Context: an optimization exercise on an open-source flow, tuned for small area. The choices shown serve that exercise and are no tape-out recipe. Function was checked by simulation only, so behaviour that the tests miss may differ from the original. No driver is modelled on the clock port, so clocking that relies on it looks cheaper here than on a real chip. No activity file was given, so power comes from the tool's default toggle rates.

## build 71
==> flow/design.v <==
module rca #(parameter W = 12) (
	input  [W-1:0] a,
	input  [W-1:0] b,
	input          ci,
	output [W-1:0] s
);
	wire [W:0] c;
	assign c[0] = ci;
	genvar i;
	generate
		for (i = 0; i < W; i = i + 1) begin : g
			assign s[i] = a[i] ^ b[i] ^ c[i];
			assign c[i+1] = (a[i] & b[i]) | (c[i] & (a[i] ^ b[i]));
		end
	endgenerate
endmodule
module b_ctrl(input clk, input En, output reg [2:0] t, output Vld);
	reg [3:0] f;
	wire p1 = (t == 3'd6);
	always @(posedge clk) begin
		if (!En) begin
			t <= 3'd5;
			f <= 4'd0;
		end else begin
			t <= p1 ? 3'd0 : t + 3'd1;
			if (p1 && !(f[3] & f[0])) f <= f + 4'd1;
		end
	end
	assign Vld = p1 & f[3] & f[0];
endmodule
module b_acc(input clk, input En, input p1, input [19:0] FCW, output reg [19:0] acc);
	reg c10;
	wire [19:0] b = FCW & {20{p1}};
	wire [9:0] lo;
	wire [9:0] hi;
	wire [10:0] cl;
	wire [10:0] ch;
	assign cl[0] = 1'b0;
	assign ch[0] = c10;
	genvar i;
	generate
		for (i = 0; i < 10; i = i + 1) begin : g
			assign lo[i] = acc[i] ^ b[i] ^ cl[i];
			assign cl[i+1] = (acc[i] & b[i]) | (cl[i] & (acc[i] ^ b[i]));
			assign hi[i] = acc[i+10] ^ b[i+10] ^ ch[i];
			assign ch[i+1] = (acc[i+10] & b[i+10]) | (ch[i] & (acc[i+10] ^ b[i+10]));
		end
	endgenerate
	always @(posedge clk) begin
		acc <= {hi, lo} & {20{En}};
		c10 <= cl[10];
	end
endmodule
module b_ang(input clk, input [2:0] t, input [10:0] A0, output sgn);
	reg signed [10:0] A;
	reg [8:0] at;
	wire p1 = (t == 3'd6);
	always @* begin
		case (t)
			3'd0: at = 9'd301;
			3'd1: at = 9'd159;
			3'd2: at = 9'd80;
			3'd3: at = 9'd40;
			3'd4: at = 9'd19;
			default: at = 9'd9;
		endcase
	end
	wire signed [10:0] Ab = p1 ? A0 : A;
	wire signed [10:0] Ac = p1 ? 11'sd511 : {2'b00, at};
	wire [10:0] An;
	rca #(11) u_a (.a(Ab), .b(Ac ^ {11{~Ab[10]}}), .ci(~Ab[10]), .s(An));
	always @(posedge clk) A <= An;
	assign sgn = A[10];
endmodule
module b_lane(input clk, input p1, input sgn, input [1:0] q, output dk, output [1:0] q7, output IS);
	reg [55:0] L;
	always @(posedge clk) L <= {L[54:0], sgn};
	reg [1:0] Q [0:7];
	reg ISr;
	integer j;
	always @(posedge clk) if (p1) begin
		Q[0] <= q;
		for (j = 1; j < 8; j = j + 1) Q[j] <= Q[j-1];
		ISr <= Q[7][1] ^ Q[7][0];
	end
	assign dk = L[55];
	assign q7 = Q[7];
	assign IS = ISr;
endmodule
module b_shr(input [11:0] v, input [2:0] t, output [11:0] o, output st);
	wire [11:0] w = {v[11], v[11:1]};
	wire [11:0] a = t[0] ? {w[11], w[11:1]} : w;
	wire [11:0] b = t[1] ? {{2{a[11]}}, a[11:2]} : a;
	assign o = t[2] ? {{4{b[11]}}, b[11:4]} : b;
	assign st = v[0] | (t[0] & w[0]) | (t[1] & (a[1] | a[0])) | (t[2] & (|b[3:0]));
endmodule
module b_xy(input clk, input [2:0] t, input dk, input [1:0] q7, input IS, output [11:0] Xn, output [11:0] Yn);
	reg [11:0] NX, NY;
	wire [11:0] X = ~NX;
	wire [11:0] Y = ~NY;
	wire [11:0] Xs, Ys;
	wire stX, stY;
	b_shr u_sx(.v(X), .t(t), .o(Xs), .st(stX));
	b_shr u_sy(.v(Y), .t(t), .o(Ys), .st(stY));
	rca #(12) u_x (.a(X), .b(Ys ^ {12{~dk}}), .ci(~dk ^ (IS & stY)), .s(Xn));
	rca #(12) u_y (.a(Y), .b(Xs ^ {12{dk}}), .ci(dk ^ (IS & stX)), .s(Yn));
	wire nx = q7[0] ^ q7[1];
	wire ny = q7[1];
	wire [11:0] X1 = nx ? 12'hB26 : 12'h4DA;
	wire [11:0] Y1 = ny ? 12'hB26 : 12'h4DA;
	always @(posedge clk) begin
		if (t == 3'd6) begin NX <= ~X1; NY <= ~Y1; end
		else begin NX <= ~Xn; NY <= ~Yn; end
	end
endmodule
module b_out(input clk, input p1, input [11:0] Xn, input [11:0] Yn, input selSign, input selXY, output [11:0] Dout);
	reg [11:0] NXo, NYo;
	always @(posedge clk) if (p1) begin
		NXo <= ~(Xn ^ {selSign, 11'd0});
		NYo <= ~(Yn ^ {selSign, 11'd0});
	end
	assign Dout = ~(selXY ? NXo : NYo);
endmodule
module nco(
	input clk,
	input En,
	input [19:0] FCW,
	input selXY,
	input selSign,
	output Vld,
	output [11:0] Dout
);
	wire [2:0] t;
	wire p1 = (t == 3'd6);
	wire [19:0] acc;
	wire sgn, dk;
	wire [1:0] q7;
	wire IS;
	wire [11:0] Xn, Yn;
	b_ctrl u_ctrl(.clk(clk), .En(En), .t(t), .Vld(Vld));
	b_acc u_acc(.clk(clk), .En(En), .p1(p1), .FCW(FCW), .acc(acc));
	b_ang u_ang(.clk(clk), .t(t), .A0({acc[18], acc[17:8]}), .sgn(sgn));
	b_lane u_lane(.clk(clk), .p1(p1), .sgn(sgn), .q(acc[19:18]), .dk(dk), .q7(q7), .IS(IS));
	b_xy u_xy(.clk(clk), .t(t), .dk(dk), .q7(q7), .IS(IS), .Xn(Xn), .Yn(Yn));
	b_out u_out(.clk(clk), .p1(p1), .Xn(Xn), .Yn(Yn), .selSign(selSign), .selXY(selXY), .Dout(Dout));
endmodule
==> flow/config.mk <==
export PLATFORM = sky130hd
export DESIGN_NAME = nco
export DESIGN_NICKNAME = nco
export VERILOG_FILES = /design/flow/design.v
export SDC_FILE = /design/flow/constraint.sdc
export NUM_CORES = 4
export LEC_CHECK = 0
export ABC_AREA = 1
export CAP_MARGIN = 20
export CORE_MARGIN = 2
export CORE_UTILIZATION = 65
export GPL_ROUTABILITY_DRIVEN = 0
export GPL_TIMING_DRIVEN = 0
export SLEW_MARGIN = 20
==> flow/constraint.sdc <==
create_clock -name core_clock -period 6.0 [get_ports {clk}]
set_input_delay 1.2000 -clock core_clock [delete_from_list [all_inputs] [get_ports {clk}]]
set_output_delay 1.2000 -clock core_clock [all_outputs]
set_load 0.01 [all_outputs]
standard.sh (not shown) runs the stock make flow with config.mk's settings and CLKGATE_MAP_FILE= SYNTH_SCRIPT=/design/flow/synth_recipe.tcl, a recipe that flattens the netlist after the stock synthesis.
==> flow/flow/run.sh <==
#!/bin/bash
# Standard ORFS layout (the standard.sh) with: port buffers of buf_1, no buffer removal at
# floorplan beyond yosys/abc's own buffers, a clock tree of clkbuf_4 without dummy loads, and a
# POST_CTS hook (flow/post_cts.tcl) that upsizes any clock buffer whose sinks see too slow a slew.
# make's output goes to make.log; each ORFS step keeps its own log under orfs/logs.
set -euo pipefail
here=$(pwd)
bash standard.sh \
  BUFFER_PORTS_ARGS="-buffer_cell sky130_fd_sc_hd__buf_1" \
  CTS_ARGS="-sink_clustering_enable -repair_clock_nets -dont_use_dummy_load -buf_list sky130_fd_sc_hd__clkbuf_4" \
  POST_CTS_TCL="$here/flow/post_cts.tcl" \
  REMOVE_ABC_BUFFERS=1 \
  finish > make.log 2>&1
==> flow/flow/post_cts.tcl <==
estimate_parasitics -placement
set my_upsized 0
foreach inst [get_cells -filter "ref_name == sky130_fd_sc_hd__clkbuf_4"] {
  set outp [get_pins -of_objects $inst -filter "direction == output"]
  set worst 0
  foreach p [get_pins -of_objects [get_nets -of_objects $outp] -filter "direction == input"] {
    set s [get_property $p slew_max]
    if {$s > $worst} { set worst $s }
  }
  if {$worst > 0.115} {
    puts "post_cts: [get_property $inst name] load slew $worst, upsized to clkbuf_8"
    replace_cell $inst sky130_fd_sc_hd__clkbuf_8
    incr my_upsized
  }
}
if {$my_upsized > 0} {
  detailed_placement
  check_placement -verbose
  estimate_parasitics -placement
}
Both conditions hold for build 71: the flow ran to the end and the final layout passed the timing, DRC and antenna checks.
Setup changes, build 71 to build 96
diff --git a/flow/config.mk b/flow/config.mk
--- a/flow/config.mk
+++ b/flow/config.mk
@@ -11,4 +11,4 @@
 export CORE_UTILIZATION = 65
-export GPL_ROUTABILITY_DRIVEN = 0
 export GPL_TIMING_DRIVEN = 0
+export SETUP_SLACK_MARGIN = 0.1
 export SLEW_MARGIN = 20
Notes after the runs:
- In the final reports, the cell area of build 96 is larger than that of build 71.
- Build 96 against build 71: routed wire length increased 370 µm; leakage power summed over all cells increased about 1.5%.
- Looking at number of cell instances on the worst register-to-register path, build 96 sits 4.2% higher than build 71 does.
- On build 96: worst setup slack is 0.066 ns higher than what build 71 gave.
- Build 96 and build 71 ended up with roughly the same combined global-route utilization of all metal layers.
Here is what was changed in the inputs of build 83 compared with build 96.
diff --git a/flow/config.mk b/flow/config.mk
--- a/flow/config.mk
+++ b/flow/config.mk
@@ -11,4 +11,3 @@
 export CORE_UTILIZATION = 65
-export GPL_TIMING_DRIVEN = 0
-export SETUP_SLACK_MARGIN = 0.1
+export GPL_TIMING_DRIVEN = 1
 export SLEW_MARGIN = 20
--- outcome ---
- Build 83 completed every stage of the flow, and the final layout passed the timing, DRC and antenna checks.
- The power reported for build 83 is greater than that of build 96 by about 2%.
- Going from build 96 to build 83, the via count of the first global-routing pass was found to have gone up by 138.
- Share of the core filled with cells (higher): build 83
- Reported for build 96 and build 83, compound-cell area share of the yosys netlist turned out identical to the last digit.
- Looking at worst ir drop on vdd across both flows, build 83 is the weaker of the two, with build 96 ahead.
- Build 83 vs build 96, setup slack went up by 0.045 ns.
- Build 83 vs. build 96: sequential cell count barely changed, worst-case register-to-register setup slack climbed 0.04 ns, leftover overflow at the end of global routing barely changed.
The following lists how build 56 was set up differently from build 83:
diff --git a/flow/config.mk b/flow/config.mk
--- a/flow/config.mk
+++ b/flow/config.mk
@@ -10,4 +10,4 @@
 export CORE_MARGIN = 2
-export CORE_UTILIZATION = 65
-export GPL_TIMING_DRIVEN = 1
+export CORE_UTILIZATION = 70
+export GPL_TIMING_DRIVEN = 0
 export SLEW_MARGIN = 20
### Flow results
Summary of build 56 over build 83: length of routed wiring on met1 shows an increase of 0.48%; number of cells in the finished layout apart from fillers shows a reduction of 3.4%; global-route wire length before repair shows a reduction of 3.9%; number of design-rule violations left by the first detailed-router iteration shows an increase of 48.
Build 56: PASS, flow complete, no timing, DRC or antenna violations
Looking at fraction of cell area in non-clock buffers, build 56 sits 2.0 points lower than build 83 does.
Build 56 against build 83: largest net degree at the start of global routing saw a decrease; final worst slack down 0.053 ns.
When build 56 is measured against build 83, its detailed route wirelength on metal2 turns out about 5% higher.
--- input diff build 56..build 52 ---
diff --git a/flow/config.mk b/flow/config.mk
--- a/flow/config.mk
+++ b/flow/config.mk
@@ -10,3 +10,3 @@
 export CORE_MARGIN = 2
-export CORE_UTILIZATION = 70
+export CORE_UTILIZATION = 55
 export GPL_TIMING_DRIVEN = 0
[summary]
Between build 52 and build 56, the multi-input gate share of total cell area figures differ only marginally. The total power after layout reported for build 52 is smaller than that of build 56 by about 1.5%. Summary of build 52 over build 56: achievable frequency +2.5 MHz; non-clock buffer count -18%; clock power +about 2%; final cell count +about 3%; via count -2.3%. Of build 56 and build 52, the run reporting the higher clock distribution area overhead in the final layout was build 52.
What build 62 does differently from build 52 at the input level:
diff --git a/flow/config.mk b/flow/config.mk
--- a/flow/config.mk
+++ b/flow/config.mk
@@ -8,6 +8,6 @@
 export ABC_AREA = 1
-export CAP_MARGIN = 20
+export CAP_MARGIN = 0
 export CORE_MARGIN = 2
-export CORE_UTILIZATION = 55
+export CORE_UTILIZATION = 65
 export GPL_TIMING_DRIVEN = 0
-export SLEW_MARGIN = 20
+export SLEW_MARGIN = 0
Results
Build 62 did not stop at any stage, and its layout met the timing, DRC and antenna checks. [build 62 vs build 52] maximum vdd drop: higher in build 62. Sequential share of layout area ended up 0.33 points higher on build 62 than on build 52. [compare] base=build 52 new=build 62: smallest setup slack after layout went down 0.062 ns; path depth of the worst reg2reg path went up 4; count of TritonRoute iterations in the first routing pass went up 2; detailed-route via count went down about 0.3%. Number of non-clock buffers delta for build 62 relative to build 52: 4 lower.

[afterwards: timing with drivers on the ports]
The flow's constraints put no driver on any port. The routed layouts listed below were extracted and timed again, unchanged, in two steps. Step 1: set_driving_cell puts a clkbuf_16 on clk and a buf_2 on each other input, an assumption about the parent block. Step 2, shift: input delay + t, output delay - t, t = (earliest + latest rising clock arrival at the registers) / 2. This alone moves slack from input paths to output paths. Three values: ideal, step 1, step 2; two values: the first two.
run | shift t [ns] | slack for setup (ns) | worst setup path after step 2
build 71 | 0.450 | 0.095 / 0.095 / 0.095 | register to register
build 96 | 0.446 | 0.161 / 0.161 / 0.161 | register to register
build 83 | 0.457 | 0.206 / 0.206 / 0.206 | register to register
build 56 | 0.449 | 0.153 / 0.153 / 0.153 | register to register
build 52 | 0.441 | 0.238 / 0.238 / 0.238 | register to register
build 62 | 0.446 | 0.177 / 0.177 / 0.177 | register to register
After both steps every run listed still meets setup and hold.
